From an optimization exercise on the open Yosys and OpenROAD flow, aimed at small area; shortcuts taken in it are not production practice.
RTL that was checked went through simulation tests only; none was proved equivalent to the original.
The RTL of runs 1 and 2 was laid out without a check of its function.
Power and IR drop assume default switching activity.

==> design/flow/design.v <==
`timescale 1 ns / 10 ps
module sfi5_rx_mux2n
(
	input	a,
	input	b,
	input	s,
	input	sn,
	output	y
);
assign y = ~((a | s) & (b | sn));
endmodule
module sfi5_rx_barrel_shifter_16bit
(
	input			i_CLK,
	input			i_SYNC_RST,
	input		[5:0]	iv_SHIFT_VALUE,
	input		[4:0]	iv_AGE,
	input		[15:0]	iv_DATA,
	output	reg	[15:0]	ov_DATA
);
reg	[78:0]	L;
reg	[15:0]	Q;
wire	[5:0]	s = iv_SHIFT_VALUE;
wire	[5:0]	sn = ~iv_SHIFT_VALUE;
wire	vh0 = s[5] ? iv_AGE[2] : iv_AGE[0];	 
wire	vh1 = s[5] ? iv_AGE[3] : iv_AGE[1];	 
wire	vl1 = s[5] ? iv_AGE[4] : iv_AGE[2];	 
wire	nah = s[4] | ~vh0;	 
wire	nbh = sn[4] | ~vh1;	 
wire	nal = s[4] | ~vh1;	 
wire	nbl = sn[4] | ~vl1;	 
wire	[46:0]	m1n;	 
wire	[30:0]	m2;
wire	[22:0]	m3n;	 
wire	[18:0]	m4;
wire	[16:0]	m5n;	 
wire	[15:0]	m6;
genvar i;
generate
	for (i = 0; i < 47; i = i + 1) begin : g_1
		sfi5_rx_mux2n u (.a(L[32+i]), .b(L[i]), .s(s[5]), .sn(sn[5]), .y(m1n[i]));
	end
	for (i = 0; i < 31; i = i + 1) begin : g_2
		sfi5_rx_mux2n u (.a(m1n[16+i]), .b(m1n[i]), .s((i >= 15) ? nah : nal), .sn((i >= 15) ? nbh : nbl), .y(m2[i]));
	end
	for (i = 0; i < 23; i = i + 1) begin : g_3
		sfi5_rx_mux2n u (.a(m2[8+i]), .b(m2[i]), .s(s[3]), .sn(sn[3]), .y(m3n[i]));
	end
	for (i = 0; i < 19; i = i + 1) begin : g_4
		sfi5_rx_mux2n u (.a(m3n[4+i]), .b(m3n[i]), .s(s[2]), .sn(sn[2]), .y(m4[i]));
	end
	for (i = 0; i < 17; i = i + 1) begin : g_5
		sfi5_rx_mux2n u (.a(m4[2+i]), .b(m4[i]), .s(s[1]), .sn(sn[1]), .y(m5n[i]));
	end
	for (i = 0; i < 16; i = i + 1) begin : g_6
		sfi5_rx_mux2n u (.a(m5n[1+i]), .b(m5n[i]), .s(s[0]), .sn(sn[0]), .y(m6[i]));
	end
endgenerate
always @(posedge i_CLK) begin
	L <= {iv_DATA, L[78:16]};
	Q <= m6;
	ov_DATA <= i_SYNC_RST ? 16'd0 : Q;
end
endmodule
`timescale 1ns / 1ps
module sfi5_rx_frame_sync
(
	input			i_CLK,
	input			i_RST,
	input		[6:0]	i_FRAMES2LOCK,
	input		[6:0]	i_FRAMES2UNLOCK,
	input			i_CLEAR_FRAME_ERRORS,
	input		[15:0]	iv_DESKEW_CHANNEL,
	output	reg	[15:0]	ov_DESKEW_CHANNEL,
	output			o_RXLOF,
	output	reg		o_RXLOF_HISTORY,
	output	reg	[15:0]	ov_FRAME_ERRORS,
	output	reg	[15:0]	ov_FRAMES_RECEIVED,
	output			o_FRAME_START,
	output		[5:0]	ov_RXFRAME_SHIFT,
	output	reg	[6:0]	ov_TIMER,
	output	reg	[4:0]	ov_AGE
);
localparam	RESET		= 4'h0;
localparam	FRAME_FIND1	= 4'h1;
localparam	FRAME_FIND2	= 4'h2;
localparam	BITSLIP		= 4'h3;
localparam	WAIT_FRAME_LOCK1= 4'h4;
localparam	WAIT_FRAME_LOCK2= 4'h5;
localparam	FRAME_LOCK1	= 4'h6;
localparam	FRAME_LOCK2	= 4'h7;
localparam	FRAME1_MISMATCH	= 4'h8;
localparam	FRAME2_MISMATCH	= 4'h9;
reg	[3:0]	state;
reg	[3:0]	next_state;
reg	[4:0]	t;
reg	[6:0]	f2l;
always @(posedge i_CLK)
	ov_AGE <= i_RST ? 5'd0 : {ov_AGE[3:0], 1'b1};
reg	[78:23]	L;
reg	[15:0]	Qn;	 
wire	[31:0]	X = L[54:23] & {{8{ov_AGE[1]}}, {16{ov_AGE[2]}}, {8{ov_AGE[3]}}};
wire	[4:0]	tn = ~t;
wire	[30:0]	s4n;	 
wire	[22:0]	s3;	 
wire	[18:0]	s2n;	 
wire	[16:0]	s1;	 
wire	[15:0]	s0n;
genvar	i;
generate
	for (i = -15; i < 16; i = i + 1) begin : g_4
		if (i >= 0) begin : g_m
			sfi5_rx_mux2n u (.a(X[16+i]), .b(X[i]), .s(t[4]), .sn(tn[4]), .y(s4n[i+15]));
		end else begin : g_w
			assign s4n[i+15] = ~X[16+i];
		end
	end
	for (i = -7; i < 16; i = i + 1) begin : g_3
		sfi5_rx_mux2n u (.a(s4n[i+15]), .b(s4n[i+7]), .s(t[3]), .sn(tn[3]), .y(s3[i+7]));
	end
	for (i = -3; i < 16; i = i + 1) begin : g_2
		sfi5_rx_mux2n u (.a(s3[i+7]), .b(s3[i+3]), .s(t[2]), .sn(tn[2]), .y(s2n[i+3]));
	end
	for (i = -1; i < 16; i = i + 1) begin : g_1
		sfi5_rx_mux2n u (.a(s2n[i+3]), .b(s2n[i+1]), .s(t[1]), .sn(tn[1]), .y(s1[i+1]));
	end
	for (i = 0; i < 16; i = i + 1) begin : g_0
		sfi5_rx_mux2n u (.a(s1[i+1]), .b(s1[i]), .s(t[0]), .sn(tn[0]), .y(s0n[i]));
	end
endgenerate
always @(posedge i_CLK) begin
	L <= {iv_DESKEW_CHANNEL, L[78:39]};
	if (!i_RST)
		Qn <= s0n;	 
	ov_DESKEW_CHANNEL <= ~(Qn | {16{i_RST}});
end
wire	t34 = t[4] | t[3];
assign	ov_RXFRAME_SHIFT = {t34, ~t34, ~t[3], t[2:0]};
wire	is_f6 = (ov_DESKEW_CHANNEL == 16'hF6F6);
wire	is_28 = (ov_DESKEW_CHANNEL == 16'h2828);
wire	locked = (state == FRAME_LOCK1) || (state == FRAME_LOCK2) || (state == FRAME1_MISMATCH) || (state == FRAME2_MISMATCH);
assign	o_RXLOF = ~locked;
assign	o_FRAME_START = (state == FRAME_LOCK2);
always @(*) begin
	case (state)
		RESET:			next_state = FRAME_FIND1;
		FRAME_FIND1:		next_state = is_f6 ? FRAME_FIND2 : ((ov_TIMER != 7'd127) ? FRAME_FIND1 : BITSLIP);
		FRAME_FIND2:		next_state = is_28 ? WAIT_FRAME_LOCK1 : FRAME_FIND1;
		BITSLIP:		next_state = FRAME_FIND1;
		WAIT_FRAME_LOCK1:	next_state = (ov_TIMER == 7'd66) ? (is_f6 ? WAIT_FRAME_LOCK2 : FRAME_FIND1) : WAIT_FRAME_LOCK1;
		WAIT_FRAME_LOCK2:	next_state = is_28 ? ((f2l == i_FRAMES2LOCK) ? FRAME_LOCK1 : WAIT_FRAME_LOCK1) : FRAME_FIND1;
		FRAME_LOCK1:		next_state = (ov_TIMER == 7'd66) ? (is_f6 ? FRAME_LOCK2 : FRAME1_MISMATCH) : FRAME_LOCK1;
		FRAME_LOCK2:		next_state = is_28 ? FRAME_LOCK1 : FRAME2_MISMATCH;
		FRAME1_MISMATCH,
		FRAME2_MISMATCH:	next_state = (ov_FRAME_ERRORS == {9'd0, i_FRAMES2UNLOCK}) ? FRAME_FIND1 : FRAME_LOCK1;
		default:		next_state = FRAME_FIND1;
	endcase
end
wire	count_timer = (state == FRAME_FIND1) || (state == WAIT_FRAME_LOCK1) || (state == FRAME_LOCK1) || (state == FRAME2_MISMATCH);
wire	hold_f2l = (state == WAIT_FRAME_LOCK1) || locked;
wire	hold_fe = (state == FRAME_LOCK1) || (state == FRAME_LOCK2);
wire	inc_fe = (state == FRAME1_MISMATCH) || (state == FRAME2_MISMATCH);
wire	hold_fr = (state == FRAME_LOCK1) || inc_fe;
wire	init_t = (state == RESET) || (state > FRAME2_MISMATCH);
always @(posedge i_CLK) begin
	state <= i_RST ? RESET : next_state;
	if (i_RST || t[4] || init_t)
		t <= 5'd0;
	else if (state == BITSLIP)
		t <= t + 5'd1;
	if (i_RST || !count_timer)
		ov_TIMER <= 7'd0;
	else
		ov_TIMER <= ov_TIMER + 7'd1;
	if (i_RST)
		f2l <= 7'd0;
	else if (state == WAIT_FRAME_LOCK2)
		f2l <= f2l + 7'd1;
	else if (!hold_f2l)
		f2l <= 7'd0;
	if (i_RST || i_CLEAR_FRAME_ERRORS)
		ov_FRAME_ERRORS <= 16'd0;
	else if (inc_fe)
		ov_FRAME_ERRORS <= ov_FRAME_ERRORS + 16'd1;
	else if (!hold_fe)
		ov_FRAME_ERRORS <= 16'd0;
	if (i_RST)
		ov_FRAMES_RECEIVED <= 16'd0;
	else if (state == FRAME_LOCK2)
		ov_FRAMES_RECEIVED <= ov_FRAMES_RECEIVED + 16'd1;
	else if (!hold_fr)
		ov_FRAMES_RECEIVED <= 16'd0;
	if (i_CLEAR_FRAME_ERRORS)
		o_RXLOF_HISTORY <= 1'b0;
	else if (o_RXLOF)
		o_RXLOF_HISTORY <= 1'b1;
end
endmodule
`timescale 1ns / 1ps
module sfi5_rx_data_sync
(
	input			i_CLK,
	input			i_RST,
	input		[15:0]	iv_DATA,
	input		[15:0]	iv_DSC,
	input			i_RXLOF,
	input			i_FRAME_START,
	input			i_WIN,
	input			i_END,
	input		[4:0]	iv_AGE,
	input		[6:0]	iv_MISMATCHES_2_UNLOCK,
	input			i_CLEAR_MISMATCHES,
	output		[15:0]	ov_DATA,
	output	reg		o_RXOOA,
	output	reg	[5:0]	ov_RXDATA_SHIFT,
	output	reg	[15:0]	ov_DATA_MISMATCHES
);
reg	[2:0]	state;
reg	[6:0]	consec;
sfi5_rx_barrel_shifter_16bit shifter
(
	.i_CLK(i_CLK),
	.i_SYNC_RST(i_RST),
	.iv_SHIFT_VALUE(ov_RXDATA_SHIFT),
	.iv_AGE(iv_AGE),
	.iv_DATA(iv_DATA),
	.ov_DATA(ov_DATA)
);
wire	match = (ov_DATA == iv_DSC);
wire	s_wfs = ~state[1] & ~state[0];
wire	s_wst = ~state[1] & state[0];
wire	s_ce = state[1] & ~state[0];
wire	s_act = ~state[2] & state[1] & state[0];
wire	s_ds = state[2];
wire	s_dm3 = s_act & i_END;
wire	ge = (consec >= iv_MISMATCHES_2_UNLOCK);
wire	go = ~(i_RST | i_RXLOF);
always @(posedge i_CLK) begin
	state[0] <= go & ~s_ds & ~(s_act & i_WIN & ~match);
	state[1] <= go & ((s_wst & i_FRAME_START) | (s_act & (i_WIN | ~i_END)) | (s_ce & ge));
	state[2] <= go & s_ce & ge;
	if (i_RST)
		ov_RXDATA_SHIFT <= 6'd0;
	else if (s_ds)
		ov_RXDATA_SHIFT <= ov_RXDATA_SHIFT + 6'd1;
	if (i_RST || s_wfs || s_ds || s_dm3)
		consec <= 7'd0;
	else if (s_ce)
		consec <= consec + 7'd1;
	if (i_RST || i_CLEAR_MISMATCHES || s_wfs)
		ov_DATA_MISMATCHES <= 16'd0;
	else if (s_ce)
		ov_DATA_MISMATCHES <= ov_DATA_MISMATCHES + 16'd1;
	if (s_wfs || s_ds)
		o_RXOOA <= 1'b1;
	else if (s_dm3)
		o_RXOOA <= 1'b0;
end
endmodule
`timescale 1ns / 1ps
module sfi5_rx_if_v6_16bit
(
	i_CLK,
	i_RST,
	iv_RXDATA00,
	iv_RXDATA01,
	iv_RXDATA02,
	iv_RXDATA03,
	iv_RXDATA04,
	iv_RXDATA05,
	iv_RXDATA06,
	iv_RXDATA07,
	iv_RXDATA08,
	iv_RXDATA09,
	iv_RXDATA10,
	iv_RXDATA11,
	iv_RXDATA12,
	iv_RXDATA13,
	iv_RXDATA14,
	iv_RXDATA15,
	iv_DESKEW_CHANNEL,
	i_FRAMES2LOCK,
	i_FRAMES2UNLOCK,
	iv_MISMATCHES_2_UNLOCK,
	i_CLEAR_FRAME_ERRORS,
	i_CLEAR_MISMATCHES,
	ov_RXDATA00,
	ov_RXDATA01,
	ov_RXDATA02,
	ov_RXDATA03,
	ov_RXDATA04,
	ov_RXDATA05,
	ov_RXDATA06,
	ov_RXDATA07,
	ov_RXDATA08,
	ov_RXDATA09,
	ov_RXDATA10,
	ov_RXDATA11,
	ov_RXDATA12,
	ov_RXDATA13,
	ov_RXDATA14,
	ov_RXDATA15,
	o_RXLOF,
	o_RXLOF_HISTORY,
	ov_FRAME_ERRORS,
	ov_FRAMES_RECEIVED,
	ov_DATA_MISMATCHES_CH00,
	ov_DATA_MISMATCHES_CH01,
	ov_DATA_MISMATCHES_CH02,
	ov_DATA_MISMATCHES_CH03,
	ov_DATA_MISMATCHES_CH04,
	ov_DATA_MISMATCHES_CH05,
	ov_DATA_MISMATCHES_CH06,
	ov_DATA_MISMATCHES_CH07,
	ov_DATA_MISMATCHES_CH08,
	ov_DATA_MISMATCHES_CH09,
	ov_DATA_MISMATCHES_CH10,
	ov_DATA_MISMATCHES_CH11,
	ov_DATA_MISMATCHES_CH12,
	ov_DATA_MISMATCHES_CH13,
	ov_DATA_MISMATCHES_CH14,
	ov_DATA_MISMATCHES_CH15,
	ov_RXFRAME_SHIFT,
	ov_RXDATA_SHIFT_CH00,
	ov_RXDATA_SHIFT_CH01,
	ov_RXDATA_SHIFT_CH02,
	ov_RXDATA_SHIFT_CH03,
	ov_RXDATA_SHIFT_CH04,
	ov_RXDATA_SHIFT_CH05,
	ov_RXDATA_SHIFT_CH06,
	ov_RXDATA_SHIFT_CH07,
	ov_RXDATA_SHIFT_CH08,
	ov_RXDATA_SHIFT_CH09,
	ov_RXDATA_SHIFT_CH10,
	ov_RXDATA_SHIFT_CH11,
	ov_RXDATA_SHIFT_CH12,
	ov_RXDATA_SHIFT_CH13,
	ov_RXDATA_SHIFT_CH14,
	ov_RXDATA_SHIFT_CH15,
	o_RXOOA
);
input		i_CLK;			 
input		i_RST;			 
input	[15:0]	iv_RXDATA00;		 
input	[15:0]	iv_RXDATA01;		 
input	[15:0]	iv_RXDATA02;		 
input	[15:0]	iv_RXDATA03;		 
input	[15:0]	iv_RXDATA04;		 
input	[15:0]	iv_RXDATA05;		 
input	[15:0]	iv_RXDATA06;		 
input	[15:0]	iv_RXDATA07;		 
input	[15:0]	iv_RXDATA08;		 
input	[15:0]	iv_RXDATA09;		 
input	[15:0]	iv_RXDATA10;		 
input	[15:0]	iv_RXDATA11;		 
input	[15:0]	iv_RXDATA12;		 
input	[15:0]	iv_RXDATA13;		 
input	[15:0]	iv_RXDATA14;		 
input	[15:0]	iv_RXDATA15;		 
input	[15:0]	iv_DESKEW_CHANNEL;	 
input	[6:0]	i_FRAMES2LOCK;		 
input	[6:0]	i_FRAMES2UNLOCK;	 
input	[6:0]	iv_MISMATCHES_2_UNLOCK;	 
input		i_CLEAR_FRAME_ERRORS;	 
input		i_CLEAR_MISMATCHES;	 
output	[15:0]	ov_RXDATA00;		 
output	[15:0]	ov_RXDATA01;		 
output	[15:0]	ov_RXDATA02;		 
output	[15:0]	ov_RXDATA03;		 
output	[15:0]	ov_RXDATA04;		 
output	[15:0]	ov_RXDATA05;		 
output	[15:0]	ov_RXDATA06;		 
output	[15:0]	ov_RXDATA07;		 
output	[15:0]	ov_RXDATA08;		 
output	[15:0]	ov_RXDATA09;		 
output	[15:0]	ov_RXDATA10;		 
output	[15:0]	ov_RXDATA11;		 
output	[15:0]	ov_RXDATA12;		 
output	[15:0]	ov_RXDATA13;		 
output	[15:0]	ov_RXDATA14;		 
output	[15:0]	ov_RXDATA15;		 
output		o_RXLOF;		 
output		o_RXLOF_HISTORY;	 
output	[15:0]	ov_FRAME_ERRORS;	 
output	[15:0]	ov_FRAMES_RECEIVED;	 
output	[15:0]	ov_DATA_MISMATCHES_CH00; 
output	[15:0]	ov_DATA_MISMATCHES_CH01; 
output	[15:0]	ov_DATA_MISMATCHES_CH02; 
output	[15:0]	ov_DATA_MISMATCHES_CH03; 
output	[15:0]	ov_DATA_MISMATCHES_CH04; 
output	[15:0]	ov_DATA_MISMATCHES_CH05; 
output	[15:0]	ov_DATA_MISMATCHES_CH06; 
output	[15:0]	ov_DATA_MISMATCHES_CH07; 
output	[15:0]	ov_DATA_MISMATCHES_CH08; 
output	[15:0]	ov_DATA_MISMATCHES_CH09; 
output	[15:0]	ov_DATA_MISMATCHES_CH10; 
output	[15:0]	ov_DATA_MISMATCHES_CH11; 
output	[15:0]	ov_DATA_MISMATCHES_CH12; 
output	[15:0]	ov_DATA_MISMATCHES_CH13; 
output	[15:0]	ov_DATA_MISMATCHES_CH14; 
output	[15:0]	ov_DATA_MISMATCHES_CH15; 
output	[5:0]	ov_RXFRAME_SHIFT;	 
output	[5:0]	ov_RXDATA_SHIFT_CH00;	 
output	[5:0]	ov_RXDATA_SHIFT_CH01;	 
output	[5:0]	ov_RXDATA_SHIFT_CH02;	 
output	[5:0]	ov_RXDATA_SHIFT_CH03;	 
output	[5:0]	ov_RXDATA_SHIFT_CH04;	 
output	[5:0]	ov_RXDATA_SHIFT_CH05;	 
output	[5:0]	ov_RXDATA_SHIFT_CH06;	 
output	[5:0]	ov_RXDATA_SHIFT_CH07;	 
output	[5:0]	ov_RXDATA_SHIFT_CH08;	 
output	[5:0]	ov_RXDATA_SHIFT_CH09;	 
output	[5:0]	ov_RXDATA_SHIFT_CH10;	 
output	[5:0]	ov_RXDATA_SHIFT_CH11;	 
output	[5:0]	ov_RXDATA_SHIFT_CH12;	 
output	[5:0]	ov_RXDATA_SHIFT_CH13;	 
output	[5:0]	ov_RXDATA_SHIFT_CH14;	 
output	[5:0]	ov_RXDATA_SHIFT_CH15;	 
output	[15:0]	o_RXOOA;		 
wire	[15:0]	dsc;
wire		rxlof;
wire		frame_start;
wire	[6:0]	timer;
wire	[4:0]	age;
assign		o_RXLOF		= rxlof;
sfi5_rx_frame_sync sfi5_rx_frame_sync_0
(
	.i_CLK(i_CLK),
	.i_RST(i_RST),
	.i_FRAMES2LOCK(i_FRAMES2LOCK),
	.i_FRAMES2UNLOCK(i_FRAMES2UNLOCK),
	.i_CLEAR_FRAME_ERRORS(i_CLEAR_FRAME_ERRORS),
	.iv_DESKEW_CHANNEL(iv_DESKEW_CHANNEL),
	.ov_DESKEW_CHANNEL(dsc),
	.o_RXLOF(rxlof),
	.o_RXLOF_HISTORY(o_RXLOF_HISTORY),
	.ov_FRAME_ERRORS(ov_FRAME_ERRORS),
	.ov_FRAMES_RECEIVED(ov_FRAMES_RECEIVED),
	.o_FRAME_START(frame_start),
	.ov_RXFRAME_SHIFT(ov_RXFRAME_SHIFT),
	.ov_TIMER(timer),
	.ov_AGE(age)
);
wire	[16:0]	pos;
genvar	k;
generate
	for (k = 0; k < 17; k = k + 1) begin : g_pos
		assign pos[k] = (timer[6:2] == k);
	end
endgenerate
wire	[15:0]	lane_in [0:15];
wire	[15:0]	lane_out [0:15];
wire	[15:0]	lane_mm [0:15];
wire	[5:0]	lane_shift [0:15];
assign lane_in[0] = iv_RXDATA00;
assign lane_in[1] = iv_RXDATA01;
assign lane_in[2] = iv_RXDATA02;
assign lane_in[3] = iv_RXDATA03;
assign lane_in[4] = iv_RXDATA04;
assign lane_in[5] = iv_RXDATA05;
assign lane_in[6] = iv_RXDATA06;
assign lane_in[7] = iv_RXDATA07;
assign lane_in[8] = iv_RXDATA08;
assign lane_in[9] = iv_RXDATA09;
assign lane_in[10] = iv_RXDATA10;
assign lane_in[11] = iv_RXDATA11;
assign lane_in[12] = iv_RXDATA12;
assign lane_in[13] = iv_RXDATA13;
assign lane_in[14] = iv_RXDATA14;
assign lane_in[15] = iv_RXDATA15;
generate
	for (k = 0; k < 16; k = k + 1) begin : g_lane
		wire win = timer[1] ? pos[15-k] : pos[16-k];
		wire fin = pos[16-k] & timer[1] & ~timer[0];
		sfi5_rx_data_sync lane
		(
			.i_CLK(i_CLK),
			.i_RST(i_RST),
			.iv_DATA(lane_in[k]),
			.iv_DSC(dsc),
			.i_RXLOF(rxlof),
			.i_FRAME_START(frame_start),
			.i_WIN(win),
			.i_END(fin),
			.iv_AGE(age),
			.iv_MISMATCHES_2_UNLOCK(iv_MISMATCHES_2_UNLOCK),
			.i_CLEAR_MISMATCHES(i_CLEAR_MISMATCHES),
			.ov_DATA(lane_out[k]),
			.o_RXOOA(o_RXOOA[k]),
			.ov_RXDATA_SHIFT(lane_shift[k]),
			.ov_DATA_MISMATCHES(lane_mm[k])
		);
	end
endgenerate
assign ov_RXDATA00 = lane_out[0];
assign ov_RXDATA01 = lane_out[1];
assign ov_RXDATA02 = lane_out[2];
assign ov_RXDATA03 = lane_out[3];
assign ov_RXDATA04 = lane_out[4];
assign ov_RXDATA05 = lane_out[5];
assign ov_RXDATA06 = lane_out[6];
assign ov_RXDATA07 = lane_out[7];
assign ov_RXDATA08 = lane_out[8];
assign ov_RXDATA09 = lane_out[9];
assign ov_RXDATA10 = lane_out[10];
assign ov_RXDATA11 = lane_out[11];
assign ov_RXDATA12 = lane_out[12];
assign ov_RXDATA13 = lane_out[13];
assign ov_RXDATA14 = lane_out[14];
assign ov_RXDATA15 = lane_out[15];
assign ov_DATA_MISMATCHES_CH00 = lane_mm[0];
assign ov_DATA_MISMATCHES_CH01 = lane_mm[1];
assign ov_DATA_MISMATCHES_CH02 = lane_mm[2];
assign ov_DATA_MISMATCHES_CH03 = lane_mm[3];
assign ov_DATA_MISMATCHES_CH04 = lane_mm[4];
assign ov_DATA_MISMATCHES_CH05 = lane_mm[5];
assign ov_DATA_MISMATCHES_CH06 = lane_mm[6];
assign ov_DATA_MISMATCHES_CH07 = lane_mm[7];
assign ov_DATA_MISMATCHES_CH08 = lane_mm[8];
assign ov_DATA_MISMATCHES_CH09 = lane_mm[9];
assign ov_DATA_MISMATCHES_CH10 = lane_mm[10];
assign ov_DATA_MISMATCHES_CH11 = lane_mm[11];
assign ov_DATA_MISMATCHES_CH12 = lane_mm[12];
assign ov_DATA_MISMATCHES_CH13 = lane_mm[13];
assign ov_DATA_MISMATCHES_CH14 = lane_mm[14];
assign ov_DATA_MISMATCHES_CH15 = lane_mm[15];
assign ov_RXDATA_SHIFT_CH00 = lane_shift[0];
assign ov_RXDATA_SHIFT_CH01 = lane_shift[1];
assign ov_RXDATA_SHIFT_CH02 = lane_shift[2];
assign ov_RXDATA_SHIFT_CH03 = lane_shift[3];
assign ov_RXDATA_SHIFT_CH04 = lane_shift[4];
assign ov_RXDATA_SHIFT_CH05 = lane_shift[5];
assign ov_RXDATA_SHIFT_CH06 = lane_shift[6];
assign ov_RXDATA_SHIFT_CH07 = lane_shift[7];
assign ov_RXDATA_SHIFT_CH08 = lane_shift[8];
assign ov_RXDATA_SHIFT_CH09 = lane_shift[9];
assign ov_RXDATA_SHIFT_CH10 = lane_shift[10];
assign ov_RXDATA_SHIFT_CH11 = lane_shift[11];
assign ov_RXDATA_SHIFT_CH12 = lane_shift[12];
assign ov_RXDATA_SHIFT_CH13 = lane_shift[13];
assign ov_RXDATA_SHIFT_CH14 = lane_shift[14];
assign ov_RXDATA_SHIFT_CH15 = lane_shift[15];
endmodule
==> design/flow/run.sh <==
#!/bin/bash
# synth_recipe.tcl (not shown) runs the flow's synth.tcl, then flattens the netlist and writes it again
# the make line also repeats each setting of config.mk as NAME=value (left out here)
make -C /OpenROAD-flow-scripts/flow DESIGN_CONFIG=/design/flow/config.mk WORK_HOME=/design/flow/orfs CLKGATE_MAP_FILE= SYNTH_SCRIPT=/design/flow/synth_recipe.tcl finish
==> design/flow/config.mk <==
export PLATFORM = sky130hd
export DESIGN_NAME = sfi5_rx_if_v6_16bit
export DESIGN_NICKNAME = sfi5_rx_if_v6_16bit
export VERILOG_FILES = /design/flow/design.v
export SDC_FILE = /design/flow/constraint.sdc
export NUM_CORES = 4
export LEC_CHECK = 0
export CAP_MARGIN = 20
export CORE_MARGIN = 2
export CORE_UTILIZATION = 40
export CTS_BUF_LIST = sky130_fd_sc_hd__clkbuf_8
export CTS_CLUSTER_DIAMETER = 60
export CTS_CLUSTER_SIZE = 20
export SLEW_MARGIN = 20
export SYNTH_HIERARCHICAL = 1
export SYNTH_MINIMUM_KEEP_SIZE = 0
==> design/flow/constraint.sdc <==
create_clock -name core_clock -period 5.0 [get_ports {i_CLK}]
set_input_delay 1.0000 -clock core_clock [delete_from_list [all_inputs] [get_ports {i_CLK}]]
set_output_delay 1.0000 -clock core_clock [all_outputs]
set_load 0.01 [all_outputs]
==> flow_summary.toml, run 1 <==
[critical_path]
cp-end-kind = "output pin"
critPathMaxFanout = 18
cp.required_ps = 4000
worstPathCellList = "or3b_2, nand2_1, buf_4, clkinv_2, clkdlybuf4s50_1"
critPathSlowestCell = "dfxtp_1"
crit_path_max_incr_delay_ps = 670
start_kind = "flip-flop"
arrival_ps = 3330
r2r_setup_slack_ps = 1740
critical_path_class = "reg2out"

[detailed_routing]
wl_microns = 289000
drt_pass1_iterations = 6
drc = 0
vias = 72400
drtIter0Drc = 5381
detail-route-antenna-nets = 0
wl_per_cell_microns = 22.6
viasPerCell = 5.67

[timing]
fmax_ghz = 0.231
slew_violations = 0
tns_ps = 0
worst_slew_pin_slew_ps = 1130
slew_headroom = 0.237
setup_violations = 0
rsz0062_at_grt = "false"
setup_ws_ps = 674
min_period_ps = 4330
finalHoldViolCount = 0
finalCritPeriodShare = 0.865
skew_ps = 52.9

[power]
clock_power_share = 0.334
power_density_mw_per_mm2 = 325
cell_internal_pwr_w = 0.0258
irDropWorstVdd_uv = 242
p_leak_nw = 36.4
switchingPower_w = 0.00868
seq_power_share = 0.605
combinationalPowerShare = 0.061
sw_frac_of_total = 0.252

[synthesis]
yosys.area_share.adder = 0.0235
synth_mux_area_frac = 0.0143
synth_top_family_by_area = "compound AO/OA/AOI/OAI gates"
synth-xor-area-share = 0.0610
synth_compound_area_frac = 0.205
synthFlopType = "dfxtp_1"
yosys.area_share.simple = 0.122
synthArstFlopShare = 0
synth_area_leaders = "dfxtp_1 55%, o22ai_1 18%, xnor2_1 4.0%"
synth_cells = 8570
synth_enable_flop_cells = 16
syn_area_per_cell_sq_um = 10.3
yosys_warnings = 10
synth_seq_cells = 2453
ys_types = 69
synth_top_cell_area_share = 0.552
synth_area_leader_cell = "dfxtp_1"
synth_common_cells = "2541 x o22ai_1, 2437 x dfxtp_1, 502 x nor2_1"
synth_fp_nets = 9033
ys_seq_area_frac = 0.557
syn-cell-area_sq_mm = 0.0885
yosysMostFrequentCell = "o22ai_1"

[cts]
clock-sinks = 2453
clockBufferDepth = 3
post_cts_buffers = 0
post_cts_resized = 0
htreeDepth = 4
cts_made_buffers = 182
cts_tree = "yes"
path_clk_slew_ps = 120
insertion_delay_ps = 990
clock-root-buffer = "clkbuf_8"
ctsHoldBuffers = 0

[floorplanning]
die_h_microns = 474
core_sq_mm = 0.220
num_io_pins = 961
start_util = 0.403
die_area_sq_mm = 0.225
chipWidth_microns = 474
fp-row-count = 172

[global_routing]
grt_start_max_net_pins = 168
overflow = 0
track_usage = 0.245
grt_pass1_vias = 68300
grt_pass1_wl_microns = 425000
antenna_found_initial = 38

[layout]
num-fill-cells = 20300
final_nets = 10100
drive_above_1_share = 0.0624
area_growth_pct = 19.8

[placement]
numPortBuffers = 960
dp_slack_ps = 1520
dp_hpwl_microns = 211000
gp_congestion = 0.933

[outcome]
status = "timing/DRC/antenna clean"

[min_path]
hp-class = "reg2reg"

[job]
maxCapViolCount = 0
-- worst paths after layout --
kind                                     endpoint                                 startpoint  cells after the start
max                                       o_RXLOF   sfi5_rx_frame_sync_0.state[3]$_SDFF_PP0_                      5
min          g_lane[15].lane.shifter.L[2]$_DFF_P_      g_lane[15].lane.shifter.L[18]$_DFF_P_                      0
max reg2reg   g_lane[9].lane.shifter.Q[8]$_DFF_P_  sfi5_rx_frame_sync_0.ov_AGE[1]$_SDFF_PP0_                      8
min reg2reg  g_lane[15].lane.shifter.L[2]$_DFF_P_      g_lane[15].lane.shifter.L[18]$_DFF_P_                      0
-- state kept, by name, summed over array words and instances, names as in the netlist --
| signal | cells |
|---|---|
| g_lane.lane.shifter.L | 1264 |
| g_lane.lane.ov_DATA_MISMATCHES | 256 |
| g_lane.lane.shifter.Q | 256 |
| g_lane.lane.shifter.ov_DATA | 256 |
| g_lane.lane.consec | 112 |
| g_lane.lane.ov_RXDATA_SHIFT | 96 |
| sfi5_rx_frame_sync_0.L | 56 |
| g_lane.lane.state | 48 |
| g_lane.lane.o_RXOOA | 16 |
| sfi5_rx_frame_sync_0.Qn | 16 |
| sfi5_rx_frame_sync_0.ov_DESKEW_CHANNEL | 16 |
| sfi5_rx_frame_sync_0.ov_FRAMES_RECEIVED | 16 |
| sfi5_rx_frame_sync_0.ov_FRAME_ERRORS | 16 |
| sfi5_rx_frame_sync_0.f2l | 7 |
| sfi5_rx_frame_sync_0.ov_TIMER | 7 |
| sfi5_rx_frame_sync_0.ov_AGE | 5 |
| sfi5_rx_frame_sync_0.t | 5 |
| sfi5_rx_frame_sync_0.state | 4 |
| sfi5_rx_frame_sync_0.o_RXLOF_HISTORY | 1 |
-- cells in the final DEF (no fill, tap or decap), types with 17 or more instances in the layout --
| cell type | instances |
|---|---|
| nand4_1 | 171 |
| xnor2_1 | 409 |
| nand4_2 | 17 |
| or2_1 | 17 |
| nand2b_1 | 56 |
| nor2_1 | 502 |
| a211oi_1 | 19 |
| and3_1 | 24 |
| a22oi_1 | 19 |
| mux2i_1 | 66 |
| nand2_1 | 270 |
| ha_1 | 166 |
| o22ai_1 | 2541 |
| xor2_1 | 207 |
| buf_4 | 86 |
| inv_1 | 263 |
| nor3_2 | 32 |
| nor3_1 | 70 |
| a21oi_1 | 184 |
| dfxtp_2 | 18 |
| diode_2 | 18 |
| nand3_1 | 115 |
| and2_1 | 34 |
| nor4b_1 | 18 |
| or3_1 | 105 |
| inv_6 | 17 |
| mux2_2 | 54 |
| clkdlybuf4s50_1 | 958 |
| dfxtp_1 | 2411 |
| nor2b_1 | 265 |
| clkbuf_8 | 194 |
| a21o_1 | 33 |
| and4_1 | 33 |
| nor4_1 | 44 |
| o21ai_0 | 126 |
| clkinvlp_4 | 18 |
-- per-stage QoR --
step / hold WS [ps] / cell area (sq um) / instances / util / power, W
final: 314 / 106000 / 12800 / 0.482 / 0.0345
after global routing: 325 / 106000 / 12800 / 0.482 / 0.0358
after CTS: 319 / 106000 / 12800 / 0.482 / 0.0348
after detailed placement: 312 / 102000 / 12500 / 0.464 / 0.0234
after global placement: 312 / 102000 / 12500 / 0.464 / 0.0233
after floorplan: 310 / 88500 / 8570 / - / 0.0223
-- cells by family after synthesis --
logic type | count (synthesis)
xor gates and xnor gates | 616
and+or+nand+nor | 1889
adders and majority gates | 166
buffers and inverters | 381
DFF | 2453
muxes | 120
AOI/OAI and AO/OA | 2945
-- Yosys stat by module (local to each module, per instance) --
module	copies in the design	flops+latches
sfi5_rx_barrel_shifter_16bit	16	111
sfi5_rx_data_sync	16	33
sfi5_rx_frame_sync	1	149
sfi5_rx_if_v6_16bit	1	0
sfi5_rx_mux2n	2539	0
-- layer usage --
| metal | GRT usage | routed length, microns |
|---|---|---|
| met5 | 0 | 154 |
| met4 | 0.115 | 14100 |
| met2 | 0.390 | 131000 |
| met1 | 0.318 | 126000 |
| met3 | 0.0487 | 17900 |
-- power groups by stage --
stage | clock (W) | sequential (W) | combinational [W]
after floorplan | 0 | 0.0211 | 0.00119
after global placement | 0 | 0.0213 | 0.00207
after detailed placement | 0 | 0.0213 | 0.00208
after CTS | 0.0119 | 0.0208 | 0.00209
after global routing | 0.0126 | 0.0209 | 0.00226
final | 0.0115 | 0.0208 | 0.00210
-- worst max-delay path: cells and delay by family (launching register included) --
kind | cells | cell delay (ps)
buffers and inverters | 3 | 950
and+or+nand+nor | 2 | 730
DFF | 1 | 670
-- final cells by class --
cell class	instances	area (sq um)	share of cell area
Timing Repair Buffer	1049	10300	0.0973
Inverter	254	956	0.00902
Clock inverter	113	1300	0.0123
Tap cell	2958	3700	0.0349
Antenna cell	18	45.0	0.000425
Multi-Input combinational cell	5736	37700	0.356
Clock buffer	194	2670	0.0252
Sequential cell	2453	49300	0.465
==> run 2, diff against run 1 <==
==> design/flow/flow/run.sh (new file) <==
#!/bin/bash
# The standard layout (the standard.sh, standard synthesis unchanged) with two
# changes: ports are buffered with the smallest buffer, and clock tree synthesis
# uses small buffers without dummy loads. Each tool's output goes to its own log
# under orfs/logs; make's own output goes to flow_make.log here.
set -euo pipefail
export BUFFER_PORTS_ARGS="-buffer_cell sky130_fd_sc_hd__buf_1"
export CTS_ARGS="-sink_clustering_enable -repair_clock_nets -dont_use_dummy_load -buf_list sky130_fd_sc_hd__clkbuf_8 -sink_clustering_size 14 -sink_clustering_max_diameter 80"
bash standard.sh > flow_make.log 2>&1
==> design/flow/standard.sh (new file) <==
#!/bin/bash
# synth_recipe.tcl (not shown) runs the flow's synth.tcl, then flattens the netlist and writes it again
# the make line also repeats each setting of config.mk as NAME=value (left out here)
make -C /OpenROAD-flow-scripts/flow DESIGN_CONFIG=/design/flow/config.mk WORK_HOME=/design/flow/orfs CLKGATE_MAP_FILE= SYNTH_SCRIPT=/design/flow/synth_recipe.tcl "${@:-finish}"
--- a/design/flow/config.mk
+++ b/design/flow/config.mk
@@ -10,6 +10,6 @@
 export CORE_UTILIZATION = 40
 export CTS_BUF_LIST = sky130_fd_sc_hd__clkbuf_8
-export CTS_CLUSTER_DIAMETER = 60
-export CTS_CLUSTER_SIZE = 20
+export CTS_CLUSTER_DIAMETER = 80
+export CTS_CLUSTER_SIZE = 14
 export SLEW_MARGIN = 20
 export SYNTH_HIERARCHICAL = 1
removed: design/flow/run.sh
==> run 2 against run 1 <==
Compared with the run above: still clean; utilization down 3.1 points; worst setup slack better by 380 ps; power down 5.9%; first-iteration DRC count down 3.8%; combinational power down 11%; design area down 6.5%; via count up 0.27%; synthesized cell count unchanged; global-route usage down 0.41 points; critical endpoint is now ov_RXFRAME_SHIFT[4]; largest cell class unchanged; highest routed layer unchanged.
==> flow_summary.toml, run 2 <==
[critical_path]
critPathSlowestCell = "dfxtp_1"
crit_start = "sfi5_rx_frame_sync_0.t[3]$_SDFFE_PP0N_"
r2r-end = "g_lane[2].lane.shifter.Q[2]$_DFF_P_"
cp-end-kind = "output pin"
rr_startpoint = "sfi5_rx_frame_sync_0.ov_AGE[2]$_SDFF_PP0_"
critical_path_class = "reg2out"
critPathMaxFanout = 27
worstPathCellList = "inv_1, nand2_1, inv_1, buf_1"
r2r_setup_slack_ps = 1630
reg2reg_depth = 7
crit_path_max_incr_delay_ps = 810
arrival_ps = 2950
cpMostUsedCell = "inv_1"
cp.required_ps = 4000
start_kind = "flip-flop"

[synthesis]
syn_area_per_cell_sq_um = 10.3
synth_area_leader_cell = "dfxtp_1"
synth_area_leaders = "dfxtp_1 55%, o22ai_1 18%, xnor2_1 4.0%"
synthFlopType = "dfxtp_1"
ys_seq_area_frac = 0.557
synth_enable_flop_cells = 16
yosys_warnings = 10
synth_fp_nets = 9033
synth_cells = 8570
synthArstFlopShare = 0
synth_common_cells = "2541 x o22ai_1, 2437 x dfxtp_1, 502 x nor2_1"
syn-cell-area_sq_mm = 0.0885
synth_seq_cells = 2453
ys_types = 69
yosysMostFrequentCell = "o22ai_1"
synth_top_cell_area_share = 0.552

[layout]
stdcell_area_sq_mm = 0.0991
final_nets = 10200
final_common_cell = "o22ai_1"
largest_reg_flops = 1264
largest-register = "g_lane.lane.shifter.L"
drive_above_1_share = 0.0514
post-route-util = 0.451
layout_common_cells = "2541 x o22ai_1, 2412 x dfxtp_1, 956 x buf_1"
area_growth_pct = 12.0

[cts]
htreeDepth = 4
clock-root-buffer = "clkbuf_8"
clockBufferDepth = 3
cts_made_buffers = 198
cts_tree = "yes"
path_clk_slew_ps = 90
post_cts_resized = 0
insertion_delay_ps = 1040
clock-sinks = 2453

[power]
p_leak_nw = 33.6
irDropWorstVdd_uv = 246
power_density_mw_per_mm2 = 327

[job]
maxCapViolCount = 0

[global_routing]
grt_start_max_net_pins = 128
grtUsageMet1 = 0.312
antenna_found_initial = 24
grtUsageMet2 = 0.373
overflow = 0
grt_pass1_wl_microns = 418000
track_usage = 0.241
gr-max-usage-layer = "met2"
grt_pass1_vias = 67900
grt_util_met3 = 0.0458

[timing]
setup_violations = 0
rsz0062_at_grt = "false"
tns_ps = 0
hold_ws_ps = 83.9
min_period_ps = 3950
finalHoldViolCount = 0
slew_headroom = 0.241
worst_slew_pin_slew_ps = 1130
fmax_ghz = 0.253
skew_ps = 123
finalCritPeriodShare = 0.789
slew_violations = 0

[detailed_routing]
viasPerCell = 5.72
wl_microns = 286000
drc = 0
detail-route-antenna-nets = 0
drtIter0Drc = 5175
wl_per_cell_microns = 22.5
vias = 72600
drt_pass1_iterations = 6

[placement]
dp_hpwl_microns = 207000
numPortBuffers = 960
place_area_sq_mm = 0.0959
gp_congestion = 0.925

[floorplanning]
fp-row-count = 172
core_sq_mm = 0.220
chipWidth_microns = 474
die_h_microns = 474
die_area_sq_mm = 0.225
start_util = 0.403
num_io_pins = 961

[min_path]
hold_end = "g_lane[10].lane.shifter.L[70]$_DFF_P_"
hp-class = "in2reg"
hold_depth = 1
min_from = "iv_RXDATA10[7]"

[outcome]
status = "timing/DRC/antenna clean"
run 2: cell counts after synthesis:
Identical to the previous run, type by type.
run 2: worst max-delay path: cells and delay by family (launching register included):
family	cells	cell delay (ps)
flops	1	810
buf+inv	3	790
simple gates	1	400
run 2: layout make-up:
class | count | area (sq um)
fillers | 21100 | 121000
flip-flops and latches | 2453 | 49300
multi-input cells | 5736 | 37700
repair buffers | 1080 | 4650
well taps | 2958 | 3700
clock buffers | 198 | 2730
inverters | 254 | 955
diodes | 18 | 45.0
run 2: through the flow:
step	instances	power [W]	setup slack, ps
final	12700	0.0324	1050
after global routing	12700	0.0337	768
after floorplan	8570	0.0223	1790
after detailed placement	12400	0.0231	1820
after global placement	12400	0.0231	1690
after CTS	12700	0.0327	1030
run 2: what timing repair did:
action / CTS / global route
buffers inserted: 0 / 0
hold endpoints to repair: 46 / 0
hold buffers: 46 / 0
run 2: logic make-up after synthesis:
family                     count (synthesis)  synth area share
and+or+nand+nor                         1889             0.122
buffers and inverters                    381            0.0172
AOI/OAI and AO/OA                       2945             0.205
muxes                                    120            0.0143
xor gates and xnor gates                 616            0.0610
DFF                                     2453             0.557
adders and majority gates                166            0.0235
run 2: layer usage:
layer,routed length [microns],share of wire,vias up
met5,84,0.00029,-
met4,17900,0.063,14
met2,125000,0.44,2274
met3,18100,0.063,561
li1,-,-,35100
met1,124000,0.44,34700
run 2: worst max-delay path by stage:
stage,to,slack [ps]
after global routing,ov_RXFRAME_SHIFT[4],770
after CTS,ov_RXFRAME_SHIFT[4],1030
after floorplan,g_lane[0].lane.shifter.Q[1]$_DFF_P_,1790
after global placement,g_lane[4].lane.state[0]$_DFF_P_,1690
final,ov_RXFRAME_SHIFT[4],1050
after detailed placement,g_lane[2].lane.shifter.Q[9]$_DFF_P_,1820
run 2: power by group:
part,switching (W),total (W),internal [W]
registers,0.000533,0.0209,0.0203
clock network,0.00620,0.00971,0.00352
logic,0.00102,0.00186,0.000840
total,0.00774,0.0324,0.0247
run 2: modules after synthesis, one instance, submodules excluded:
module | flops+latches | cells | cell area, sq um
sfi5_rx_barrel_shifter_16bit | 111 | 140 | 2400
sfi5_rx_mux2n | 0 | 1 | 6.26
sfi5_rx_if_v6_16bit | 0 | 58 | 372
sfi5_rx_frame_sync | 149 | 549 | 5420
sfi5_rx_data_sync | 33 | 199 | 1780
==> run 3, diff against run 2 <==
--- a/design/flow/design.v
+++ b/design/flow/design.v
@@ -1,13 +1,3 @@
 `timescale 1 ns / 10 ps
-module sfi5_rx_mux2n
-(
-	input	a,
-	input	b,
-	input	s,
-	input	sn,
-	output	y
-);
-assign y = ~((a | s) & (b | sn));
-endmodule
 module sfi5_rx_barrel_shifter_16bit
 (
@@ -21,43 +11,19 @@
 reg	[78:0]	L;
 reg	[15:0]	Q;
-wire	[5:0]	s = iv_SHIFT_VALUE;
-wire	[5:0]	sn = ~iv_SHIFT_VALUE;
-wire	vh0 = s[5] ? iv_AGE[2] : iv_AGE[0];	 
-wire	vh1 = s[5] ? iv_AGE[3] : iv_AGE[1];	 
-wire	vl1 = s[5] ? iv_AGE[4] : iv_AGE[2];	 
-wire	nah = s[4] | ~vh0;	 
-wire	nbh = sn[4] | ~vh1;	 
-wire	nal = s[4] | ~vh1;	 
-wire	nbl = sn[4] | ~vl1;	 
-wire	[46:0]	m1n;	 
-wire	[30:0]	m2;
-wire	[22:0]	m3n;	 
-wire	[18:0]	m4;
-wire	[16:0]	m5n;	 
-wire	[15:0]	m6;
-genvar i;
-generate
-	for (i = 0; i < 47; i = i + 1) begin : g_1
-		sfi5_rx_mux2n u (.a(L[32+i]), .b(L[i]), .s(s[5]), .sn(sn[5]), .y(m1n[i]));
-	end
-	for (i = 0; i < 31; i = i + 1) begin : g_2
-		sfi5_rx_mux2n u (.a(m1n[16+i]), .b(m1n[i]), .s((i >= 15) ? nah : nal), .sn((i >= 15) ? nbh : nbl), .y(m2[i]));
-	end
-	for (i = 0; i < 23; i = i + 1) begin : g_3
-		sfi5_rx_mux2n u (.a(m2[8+i]), .b(m2[i]), .s(s[3]), .sn(sn[3]), .y(m3n[i]));
-	end
-	for (i = 0; i < 19; i = i + 1) begin : g_4
-		sfi5_rx_mux2n u (.a(m3n[4+i]), .b(m3n[i]), .s(s[2]), .sn(sn[2]), .y(m4[i]));
-	end
-	for (i = 0; i < 17; i = i + 1) begin : g_5
-		sfi5_rx_mux2n u (.a(m4[2+i]), .b(m4[i]), .s(s[1]), .sn(sn[1]), .y(m5n[i]));
-	end
-	for (i = 0; i < 16; i = i + 1) begin : g_6
-		sfi5_rx_mux2n u (.a(m5n[1+i]), .b(m5n[i]), .s(s[0]), .sn(sn[0]), .y(m6[i]));
-	end
-endgenerate
+reg	[30:0]	m2;
+reg		vu, vl;
+always @(*) begin
+	case (iv_SHIFT_VALUE[5:4])
+		2'd0: begin m2 = L[78:48]; vu = iv_AGE[0]; vl = iv_AGE[1]; end
+		2'd1: begin m2 = L[62:32]; vu = iv_AGE[1]; vl = iv_AGE[2]; end
+		2'd2: begin m2 = L[46:16]; vu = iv_AGE[2]; vl = iv_AGE[3]; end
+		default: begin m2 = L[30:0]; vu = iv_AGE[3]; vl = iv_AGE[4]; end
+	endcase
+end
+wire	[30:0]	m2m = {m2[30:15] & {16{vu}}, m2[14:0] & {15{vl}}};
+wire	[15:0]	w = m2m >> (5'd15 - {1'b0, iv_SHIFT_VALUE[3:0]});
 always @(posedge i_CLK) begin
 	L <= {iv_DATA, L[78:16]};
-	Q <= m6;
+	Q <= w;
 	ov_DATA <= i_SYNC_RST ? 16'd0 : Q;
 end
@@ -99,39 +65,12 @@
 	ov_AGE <= i_RST ? 5'd0 : {ov_AGE[3:0], 1'b1};
 reg	[78:23]	L;
-reg	[15:0]	Qn;	 
+reg	[15:0]	Q;
 wire	[31:0]	X = L[54:23] & {{8{ov_AGE[1]}}, {16{ov_AGE[2]}}, {8{ov_AGE[3]}}};
-wire	[4:0]	tn = ~t;
-wire	[30:0]	s4n;	 
-wire	[22:0]	s3;	 
-wire	[18:0]	s2n;	 
-wire	[16:0]	s1;	 
-wire	[15:0]	s0n;
-genvar	i;
-generate
-	for (i = -15; i < 16; i = i + 1) begin : g_4
-		if (i >= 0) begin : g_m
-			sfi5_rx_mux2n u (.a(X[16+i]), .b(X[i]), .s(t[4]), .sn(tn[4]), .y(s4n[i+15]));
-		end else begin : g_w
-			assign s4n[i+15] = ~X[16+i];
-		end
-	end
-	for (i = -7; i < 16; i = i + 1) begin : g_3
-		sfi5_rx_mux2n u (.a(s4n[i+15]), .b(s4n[i+7]), .s(t[3]), .sn(tn[3]), .y(s3[i+7]));
-	end
-	for (i = -3; i < 16; i = i + 1) begin : g_2
-		sfi5_rx_mux2n u (.a(s3[i+7]), .b(s3[i+3]), .s(t[2]), .sn(tn[2]), .y(s2n[i+3]));
-	end
-	for (i = -1; i < 16; i = i + 1) begin : g_1
-		sfi5_rx_mux2n u (.a(s2n[i+3]), .b(s2n[i+1]), .s(t[1]), .sn(tn[1]), .y(s1[i+1]));
-	end
-	for (i = 0; i < 16; i = i + 1) begin : g_0
-		sfi5_rx_mux2n u (.a(s1[i+1]), .b(s1[i]), .s(t[0]), .sn(tn[0]), .y(s0n[i]));
-	end
-endgenerate
+wire	[31:0]	Xs = X >> (5'd16 - t);
 always @(posedge i_CLK) begin
 	L <= {iv_DESKEW_CHANNEL, L[78:39]};
 	if (!i_RST)
-		Qn <= s0n;	 
-	ov_DESKEW_CHANNEL <= ~(Qn | {16{i_RST}});
+		Q <= Xs[15:0];	 
+	ov_DESKEW_CHANNEL <= i_RST ? 16'd0 : Q;
 end
 wire	t34 = t[4] | t[3];
@@ -216,5 +155,11 @@
 	output	reg	[15:0]	ov_DATA_MISMATCHES
 );
+localparam	WAIT_FRAME_SYNC		= 3'd0;
+localparam	WAIT_FRAME_START	= 3'd1;
+localparam	ACTIVE			= 3'd3;	 
+localparam	COMPARE_ERROR		= 3'd2;
+localparam	DATA_SHIFT		= 3'd6;
 reg	[2:0]	state;
+reg	[2:0]	next_state;
 reg	[6:0]	consec;
 sfi5_rx_barrel_shifter_16bit shifter
@@ -228,16 +173,22 @@
 );
 wire	match = (ov_DATA == iv_DSC);
-wire	s_wfs = ~state[1] & ~state[0];
-wire	s_wst = ~state[1] & state[0];
-wire	s_ce = state[1] & ~state[0];
-wire	s_act = ~state[2] & state[1] & state[0];
-wire	s_ds = state[2];
-wire	s_dm3 = s_act & i_END;
-wire	ge = (consec >= iv_MISMATCHES_2_UNLOCK);
-wire	go = ~(i_RST | i_RXLOF);
+wire	s_wfs = (state == WAIT_FRAME_SYNC) || (state == 3'd4) || (state == 3'd5) || (state == 3'd7);
+wire	s_ce = (state == COMPARE_ERROR);
+wire	s_ds = (state == DATA_SHIFT);
+wire	s_dm3 = (state == ACTIVE) && i_END;
+always @(*) begin
+	case (state)
+		WAIT_FRAME_SYNC:	next_state = WAIT_FRAME_START;
+		WAIT_FRAME_START:	next_state = i_FRAME_START ? ACTIVE : WAIT_FRAME_START;
+		ACTIVE:			next_state = i_WIN ? (match ? ACTIVE : COMPARE_ERROR) : (i_END ? WAIT_FRAME_START : ACTIVE);
+		COMPARE_ERROR:		next_state = (consec >= iv_MISMATCHES_2_UNLOCK) ? DATA_SHIFT : WAIT_FRAME_START;
+		default:		next_state = WAIT_FRAME_SYNC;
+	endcase
+end
 always @(posedge i_CLK) begin
-	state[0] <= go & ~s_ds & ~(s_act & i_WIN & ~match);
-	state[1] <= go & ((s_wst & i_FRAME_START) | (s_act & (i_WIN | ~i_END)) | (s_ce & ge));
-	state[2] <= go & s_ce & ge;
+	if (i_RST || i_RXLOF)
+		state <= WAIT_FRAME_SYNC;
+	else
+		state <= next_state;
 	if (i_RST)
 		ov_RXDATA_SHIFT <= 6'd0;
==> design/flow/run.sh (new file) <==
#!/bin/bash
# synth_recipe.tcl (not shown) runs the flow's synth.tcl, then flattens the netlist and writes it again
# the make line also repeats each setting of config.mk as NAME=value (left out here)
make -C /OpenROAD-flow-scripts/flow DESIGN_CONFIG=/design/flow/config.mk WORK_HOME=/design/flow/orfs CLKGATE_MAP_FILE= SYNTH_SCRIPT=/design/flow/synth_recipe.tcl finish
==> design/flow/config.mk (replaced) <==
export PLATFORM = sky130hd
export DESIGN_NAME = sfi5_rx_if_v6_16bit
export DESIGN_NICKNAME = sfi5_rx_if_v6_16bit
export VERILOG_FILES = /design/flow/design.v
export SDC_FILE = /design/flow/constraint.sdc
export NUM_CORES = 4
export LEC_CHECK = 0
export ABC_AREA = 1
export CAP_MARGIN = 20
export CORE_MARGIN = 2
export CORE_UTILIZATION = 40
export SLEW_MARGIN = 20
removed: design/flow/flow/run.sh
removed: design/flow/standard.sh
==> run 3 against run 2 <==
Compared with the run above: critical path depth fell by 2; worst setup slack gained 6.9 ps; first-iteration DRC count is 89% higher; utilization rose by 3.1 points; power grew 37%; cell count is 54% higher; flip-flop and latch count unchanged; still clean on timing, DRC and antenna; critical endpoint is now ov_RXDATA_SHIFT_CH00[5].
==> flow_summary.toml, run 3 <==
[power]
switchingPower_w = 0.0105
cell_internal_pwr_w = 0.0340
clock_power_share = 0.479
irDropWorstVdd_uv = 332
seq_power_share = 0.471
sw_frac_of_total = 0.237
power_density_mw_per_mm2 = 342
power_w = 0.0446
p_leak_nw = 54.1
combinationalPowerShare = 0.050

[global_routing]
grt_pass1_vias = 93300
grt_pass1_wl_microns = 582000
track_usage = 0.270
grtUsageMet2 = 0.410
gr-max-usage-layer = "met2"
grt_util_met3 = 0.0488
overflow = 0
grtUsageMet1 = 0.360
grt_start_max_net_pins = 144
antenna_found_initial = 24

[synthesis]
synth_seq_cells = 2453
synthFlopType = "dfxtp_1"
syn_area_per_cell_sq_um = 7.21
synth_cells = 15100
synth_top_cell_area_share = 0.447
yosys_warnings = 4
synth_common_cells = "3567 x nand3_1, 3493 x nand2_1, 2437 x dfxtp_1"
yosysMostFrequentCell = "nand3_1"
syn-cell-area_sq_mm = 0.109
ys_seq_area_frac = 0.451
synth_fp_nets = 15600
ys_types = 50
synthArstFlopShare = 0
synth_enable_flop_cells = 16
synth_area_leaders = "dfxtp_1 45%, nand3_1 16%, nand2_1 12%"
synth_area_leader_cell = "dfxtp_1"

[floorplanning]
core_sq_mm = 0.271
chipWidth_microns = 526
start_util = 0.403
die_area_sq_mm = 0.277
num_io_pins = 961
die_h_microns = 526
fp-row-count = 191

[cts]
post_cts_buffers = 0
path_clk_slew_ps = 60
cts_made_buffers = 280
clock-sinks = 2453
ctsHoldBuffers = 0
clockBufferDepth = 4
clock-root-buffer = "clkbuf_16"
post_cts_resized = 0
insertion_delay_ps = 910
cts_tree = "yes"
htreeDepth = 5

[layout]
multi_input_area_sq_mm = 0.0514
layout_common_cells = "3567 x nand3_1, 3493 x nand2_1, 2407 x dfxtp_1"
area_growth_pct = 19.6
final_common_cell = "nand3_1"
seqCellArea_sq_mm = 0.0494
largest-register = "g_lane.lane.shifter.L"
largest_reg_flops = 1264
num-fill-cells = 27100
drive_above_1_share = 0.0617
stdcell_area_sq_mm = 0.131
final_nets = 16200

[timing]
skew_ps = 50.3
finalHoldViolCount = 0
rsz0062_at_grt = "false"
fmax_ghz = 0.254
setup_violations = 0
tns_ps = 0
slew_headroom = 0.171
finalCritPeriodShare = 0.788
min_period_ps = 3940
slew_violations = 0
worst_slew_pin_slew_ps = 1240

[detailed_routing]
viasPerCell = 5.31
drt_pass1_iterations = 6
wl_per_cell_microns = 20.0
drc = 0
vias = 104000
drtIter0Drc = 9756
detail-route-antenna-nets = 0
wl_microns = 390000

[min_path]
hold_depth = 0
min_from = "sfi5_rx_frame_sync_0.L[61]$_DFF_P_"
hold_end = "sfi5_rx_frame_sync_0.L[45]$_DFF_P_"
hp-class = "reg2reg"

[critical_path]
critPathMaxFanout = 25
cp-end-kind = "output pin"
rr_startpoint = "g_lane[0].lane.ov_RXDATA_SHIFT[5]$_SDFFE_PP0P_"
r2r-end = "g_lane[0].lane.shifter.Q[11]$_DFF_P_"
r2r_setup_slack_ps = 1650
arrival_ps = 2940
reg2reg_depth = 11
start_kind = "flip-flop"
critical_path_class = "reg2out"
cp.required_ps = 4000

[job]
maxCapViolCount = 0

[placement]
gp_congestion = 0.958
dp_hpwl_microns = 280000
numPortBuffers = 960
place_area_sq_mm = 0.121

[outcome]
status = "timing/DRC/antenna clean"
run 3: worst max-delay path, stage by stage (launching register included):
cell             delay (ps)
dfxtp_1                 880
buf_4                   410
clkdlybuf4s50_1         710
run 3: cells by family after synthesis:
group / Yosys count / share of synthesized area
simple gates: 8969 / 0.371
compound gates: 1114 / 0.0537
mux: 8 / 0.000734
fa+ha+maj: 167 / 0.0191
xor+xnor: 320 / 0.0257
flops: 2453 / 0.451
buf+inv: 2098 / 0.0784
run 3: power by group through the flow:
stage                     logic (W)  registers (W)  clock network [W]
after CTS                   0.00222         0.0210             0.0218
after global routing        0.00248         0.0211             0.0225
after global placement      0.00221         0.0214                  0
after detailed placement    0.00221         0.0214                  0
final                       0.00224         0.0210             0.0213
after floorplan             0.00132         0.0211                  0
run 3: cell type report:
type | count | share of cell area
multi-input combinational | 10600 | 0.393
sequential | 2453 | 0.378
timing repair buffer | 1134 | 0.0843
clock buffer | 396 | 0.0622
inverter | 1267 | 0.0365
tap | 3570 | 0.0342
clock inverter | 105 | 0.0110
antenna | 7 | 0.000134
run 3: per-stage QoR:
stage,hold slack [ps],utilization,setup WS (ps),cells
after floorplan,310,-,2610,15100
after global placement,311,0.445,1410,19000
after detailed placement,312,0.446,1370,19000
after CTS,319,0.481,1000,19500
after global routing,330,0.482,962,19500
final,324,0.482,1060,19500
run 3: worst max-delay path by stage:
stage	cells after the start	slack (ps)	from	end
after floorplan	5	2610	i_RST	sfi5_rx_frame_sync_0.f2l[0]$_SDFFE_PP0P_
after global placement	10	1410	iv_MISMATCHES_2_UNLOCK[1]	g_lane[13].lane.state[0]$_SDFF_PP0_
after detailed placement	7	1370	i_CLEAR_MISMATCHES	g_lane[3].lane.ov_DATA_MISMATCHES[10]$_SDFFE_PP0N_
after CTS	2	1000	g_lane[0].lane.ov_RXDATA_SHIFT[5]$_SDFFE_PP0P_	ov_RXDATA_SHIFT_CH00[5]
after global routing	2	960	g_lane[0].lane.ov_RXDATA_SHIFT[5]$_SDFFE_PP0P_	ov_RXDATA_SHIFT_CH00[5]
final	2	1060	g_lane[0].lane.ov_RXDATA_SHIFT[5]$_SDFFE_PP0P_	ov_RXDATA_SHIFT_CH00[5]
run 3: layer usage:
layer / routed length, microns / share of wire / vias to the layer above
li1: - / - / 51200
met1: 171000 / 0.44 / 47900
met2: 166000 / 0.43 / 3724
met3: 28200 / 0.072 / 738
met4: 24800 / 0.063 / 14
met5: 84 / 0.00022 / -
==> run 4, diff against run 3 <==
--- a/design/flow/design.v
+++ b/design/flow/design.v
@@ -1,3 +1,11 @@
 `timescale 1 ns / 10 ps
+module sfi5_rx_mux4oh
+(
+	input	[3:0]	d,
+	input	[3:0]	s,
+	output		y
+);
+assign y = |(d & s);
+endmodule
 module sfi5_rx_barrel_shifter_16bit
 (
@@ -11,19 +19,28 @@
 reg	[78:0]	L;
 reg	[15:0]	Q;
-reg	[30:0]	m2;
-reg		vu, vl;
-always @(*) begin
-	case (iv_SHIFT_VALUE[5:4])
-		2'd0: begin m2 = L[78:48]; vu = iv_AGE[0]; vl = iv_AGE[1]; end
-		2'd1: begin m2 = L[62:32]; vu = iv_AGE[1]; vl = iv_AGE[2]; end
-		2'd2: begin m2 = L[46:16]; vu = iv_AGE[2]; vl = iv_AGE[3]; end
-		default: begin m2 = L[30:0]; vu = iv_AGE[3]; vl = iv_AGE[4]; end
-	endcase
-end
-wire	[30:0]	m2m = {m2[30:15] & {16{vu}}, m2[14:0] & {15{vl}}};
-wire	[15:0]	w = m2m >> (5'd15 - {1'b0, iv_SHIFT_VALUE[3:0]});
+wire	[5:0]	s = iv_SHIFT_VALUE;
+wire	[3:0]	a = {s[5:4] == 2'd3, s[5:4] == 2'd2, s[5:4] == 2'd1, s[5:4] == 2'd0};
+wire	[3:0]	au = a & iv_AGE[3:0];	 
+wire	[3:0]	al = a & iv_AGE[4:1];	 
+wire	[3:0]	b = {s[3:2] == 2'd3, s[3:2] == 2'd2, s[3:2] == 2'd1, s[3:2] == 2'd0};
+wire	[3:0]	c = {s[1:0] == 2'd3, s[1:0] == 2'd2, s[1:0] == 2'd1, s[1:0] == 2'd0};
+wire	[30:0]	m2;	 
+wire	[18:0]	m4;	 
+wire	[15:0]	m6;	 
+genvar i;
+generate
+	for (i = 0; i < 31; i = i + 1) begin : g_a
+		sfi5_rx_mux4oh u (.d({L[i], L[16+i], L[32+i], L[48+i]}), .s((i >= 15) ? au : al), .y(m2[i]));
+	end
+	for (i = 0; i < 19; i = i + 1) begin : g_b
+		sfi5_rx_mux4oh u (.d({m2[i], m2[i+4], m2[i+8], m2[i+12]}), .s(b), .y(m4[i]));
+	end
+	for (i = 0; i < 16; i = i + 1) begin : g_c
+		sfi5_rx_mux4oh u (.d({m4[i], m4[i+1], m4[i+2], m4[i+3]}), .s(c), .y(m6[i]));
+	end
+endgenerate
 always @(posedge i_CLK) begin
 	L <= {iv_DATA, L[78:16]};
-	Q <= w;
+	Q <= m6;
 	ov_DATA <= i_SYNC_RST ? 16'd0 : Q;
 end
--- a/design/flow/config.mk
+++ b/design/flow/config.mk
@@ -6,7 +6,10 @@
 export NUM_CORES = 4
 export LEC_CHECK = 0
-export ABC_AREA = 1
 export CAP_MARGIN = 20
 export CORE_MARGIN = 2
 export CORE_UTILIZATION = 40
+export CTS_BUF_LIST = sky130_fd_sc_hd__clkbuf_4 sky130_fd_sc_hd__clkbuf_8
+export CTS_CLUSTER_SIZE = 30
 export SLEW_MARGIN = 20
+export SYNTH_HIERARCHICAL = 1
+export SYNTH_MINIMUM_KEEP_SIZE = 0
==> run 4 against run 3 <==
Compared with the run above: worst setup slack worse by 460 ps; hold slack worse by 21 ps; fmax is 10% lower; cell count is 26% lower; global-route usage is 0.56 points lower; clock-buffer cell count is 250 higher; the layout now fails its checks (antenna rules); synthesized cell count is 37% lower; flip-flop and latch count stayed put; register-to-register slack better by 230 ps; die area is 13% lower; routed wire length is 14% lower.
==> flow_summary.toml, run 4 <==
[synthesis]
synth_seq_cells = 2453
syn_area_per_cell_sq_um = 9.98
yosysMostFrequentCell = "dfxtp_1"
synth_area_leader_cell = "dfxtp_1"
ys_types = 84
yosys_warnings = 10
synthFlopType = "dfxtp_1"
synth_enable_flop_cells = 16
ys_seq_area_frac = 0.518
syn-cell-area_sq_mm = 0.0951

[cts]
post_cts_resized = 0
path_clk_slew_ps = 70
cts_tree = "yes"
clock-root-buffer = "clkbuf_8"
clock-sinks = 2453
ctsHoldBuffers = 0

[critical_path]
arrival_ps = 3400
critical_path_class = "reg2out"
cp.required_ps = 4000
r2r_setup_slack_ps = 1880
r2r-end = "g_lane[6].lane.shifter.Q[15]$_DFF_P_"
cp-end-kind = "output pin"
critPathMaxFanout = 19
critPathBufInv = 2
critPathSlowestCell = "clkdlybuf4s50_1"
cp_top_family = "buffers and inverters"
crit_path_max_incr_delay_ps = 640

[layout]
final_common_cell = "dfxtp_1"
drive_above_1_share = 0.113
largest_reg_flops = 1264
area_growth_pct = 24.3
layout_common_cells = "2415 x dfxtp_1, 2118 x a22oi_1, 1329 x nand2_1"
post-route-util = 0.501

[outcome]
status = "complete, but fails checks"
failed_checks = "antenna rules"

[power]
seq_power_share = 0.490
power_density_mw_per_mm2 = 363
combinationalPowerShare = 0.047
switchingPower_w = 0.0100
clock_power_share = 0.463

[placement]
numPortBuffers = 960
dp_slack_ps = 1670

[timing]
slew_violations = 0
slew_headroom = 0.254
worst_slew_pin_slew_ps = 1120
fmax_ghz = 0.228
rsz0062_at_grt = "false"
min_period_ps = 4400
finalHoldViolCount = 0
finalCritPeriodShare = 0.879

[global_routing]
grt_start_max_net_pins = 106
antenna_found_initial = 52
overflow = 0
grt_pass1_vias = 77500
track_usage = 0.264

[floorplanning]
die_area_sq_mm = 0.242
die_h_microns = 492
fp-row-count = 178
num_io_pins = 961
chipWidth_microns = 492

[detailed_routing]
detail-route-antenna-nets = 1
wl_microns = 335000
dr_wl_met2_microns = 155000
drt_pass1_iterations = 10
viasPerCell = 5.64
highest_layer = "met5"

[min_path]
hp-class = "reg2reg"
hold_end = "g_lane[10].lane.shifter.L[60]$_DFF_P_"
hold_depth = 0
min_from = "g_lane[10].lane.shifter.L[76]$_DFF_P_"

[job]
maxCapViolCount = 0
-- run 4: changes by cell type in the layout (fill, tap and decap cells not counted), sizes merged, moves of 225 or more --
cell    before   now
nand4      456   147
nor2       987   541
nand2     3497  1330
nor2b        0   317
o21ai      553   153
a21oi      443   218
inv       1252   178
clkbuf     396   646
a22oi        5  2118
nand3     3580   199
-- run 4: how the worst max path moves through the flow --
stage	startpoint	endpoint	depth (start not counted)	slack (ps)
finish	sfi5_rx_frame_sync_0.state[3]$_SDFF_PP0_	o_RXLOF	4	600
global route	sfi5_rx_frame_sync_0.state[3]$_SDFF_PP0_	o_RXLOF	4	390
CTS	sfi5_rx_frame_sync_0.state[3]$_SDFF_PP0_	o_RXLOF	4	470
detailed placement	sfi5_rx_frame_sync_0.state[3]$_SDFF_PP0_	o_RXLOF	4	1670
global placement	sfi5_rx_frame_sync_0.state[3]$_SDFF_PP0_	o_RXLOF	4	1720
floorplan	sfi5_rx_frame_sync_0.ov_AGE[1]$_SDFF_PP0_	g_lane[0].lane.shifter.Q[5]$_DFF_P_	7	2470
-- run 4: per-layer routing --
metal | vias to the layer above | GRT usage
met1 | 39400 | 0.340
met2 | 3115 | 0.424
li1 | 37900 | -
met4 | 12 | 0.117
met5 | - | 0
met3 | 669 | 0.0569
-- run 4: area by class of cell --
cell class	count	area (sq um)
Timing Repair Buffer	1049	10300
Clock buffer	646	8250
Multi-Input combinational cell	6771	44500
Antenna cell	42	105
Inverter	173	651
Tap cell	3150	3940
Clock inverter	102	1080
Sequential cell	2453	49300
Fill cell	21400	118000
-- run 4: cell families (layout without fill, tap and decap cells) --
logic type,after synthesis,count (layout),share of synthesized area
AOI/OAI and AO/OA,2589,2589,0.196
xor gates and xnor gates,623,623,0.0577
adders and majority gates,167,167,0.0220
buffers and inverters,307,1970,0.0157
DFF,2453,2453,0.518
muxes,87,87,0.0122
other,0,42,0
and+or+nand+nor,3305,3305,0.179
-- run 4: power by group through the flow --
stage / registers [W] / logic [W] / clock network, W
3_3_place_gp: 0.0214 / 0.00196 / 0
6_report: 0.0210 / 0.00200 / 0.0198
4_1_cts: 0.0210 / 0.00199 / 0.0203
5_1_grt: 0.0211 / 0.00216 / 0.0211
2_1_floorplan: 0.0212 / 0.00106 / 0
3_5_place_dp: 0.0214 / 0.00198 / 0
-- run 4: Yosys stat by module, one instance, submodules excluded --
module / flip-flops and latches / times used / cell area, sq um
sfi5_rx_frame_sync: 149 / 1 / 7080
sfi5_rx_barrel_shifter_16bit: 111 / 16 / 2470
sfi5_rx_data_sync: 33 / 16 / 1770
sfi5_rx_if_v6_16bit: 0 / 1 / 372
sfi5_rx_mux4oh: 0 / 1056 / 18.8
-- run 4: through the flow --
step	hold slack [ps]	power [W]	std cells	cell area, sq um
after global placement	317	0.0234	13600	109000
after global routing	269	0.0444	14400	118000
after floorplan	310	0.0222	9531	95100
final	303	0.0429	14400	118000
after detailed placement	314	0.0234	13600	109000
after CTS	237	0.0433	14300	118000

-- re-timing with driven ports --
The results above use ideal ports. As a check the final layouts listed here were re-extracted and re-timed, cells and wires unchanged. Step 1, drivers: a clkbuf_16 drives i_CLK and a buf_2 each remaining input, both assumed. Step 2 also shifts input and output timing later by t, the mid clock arrival at the registers, as if the neighbouring blocks saw the same clock. Slacks: ideal ports / drivers / drivers and shift; pairs: ideal ports / drivers.
| run | t (ns) | setup WS [ns] |
|---|---|---|
| run 1 | 1.039 | 0.674 / 0.592 / 1.380 |
| run 2 | 1.046 | 1.054 / 0.970 / 1.631 |
| run 3 | 0.980 | 1.061 / 0.962 / 1.367 |
| run 4 | 1.120 | 0.605 / 0.509 / 1.629 |
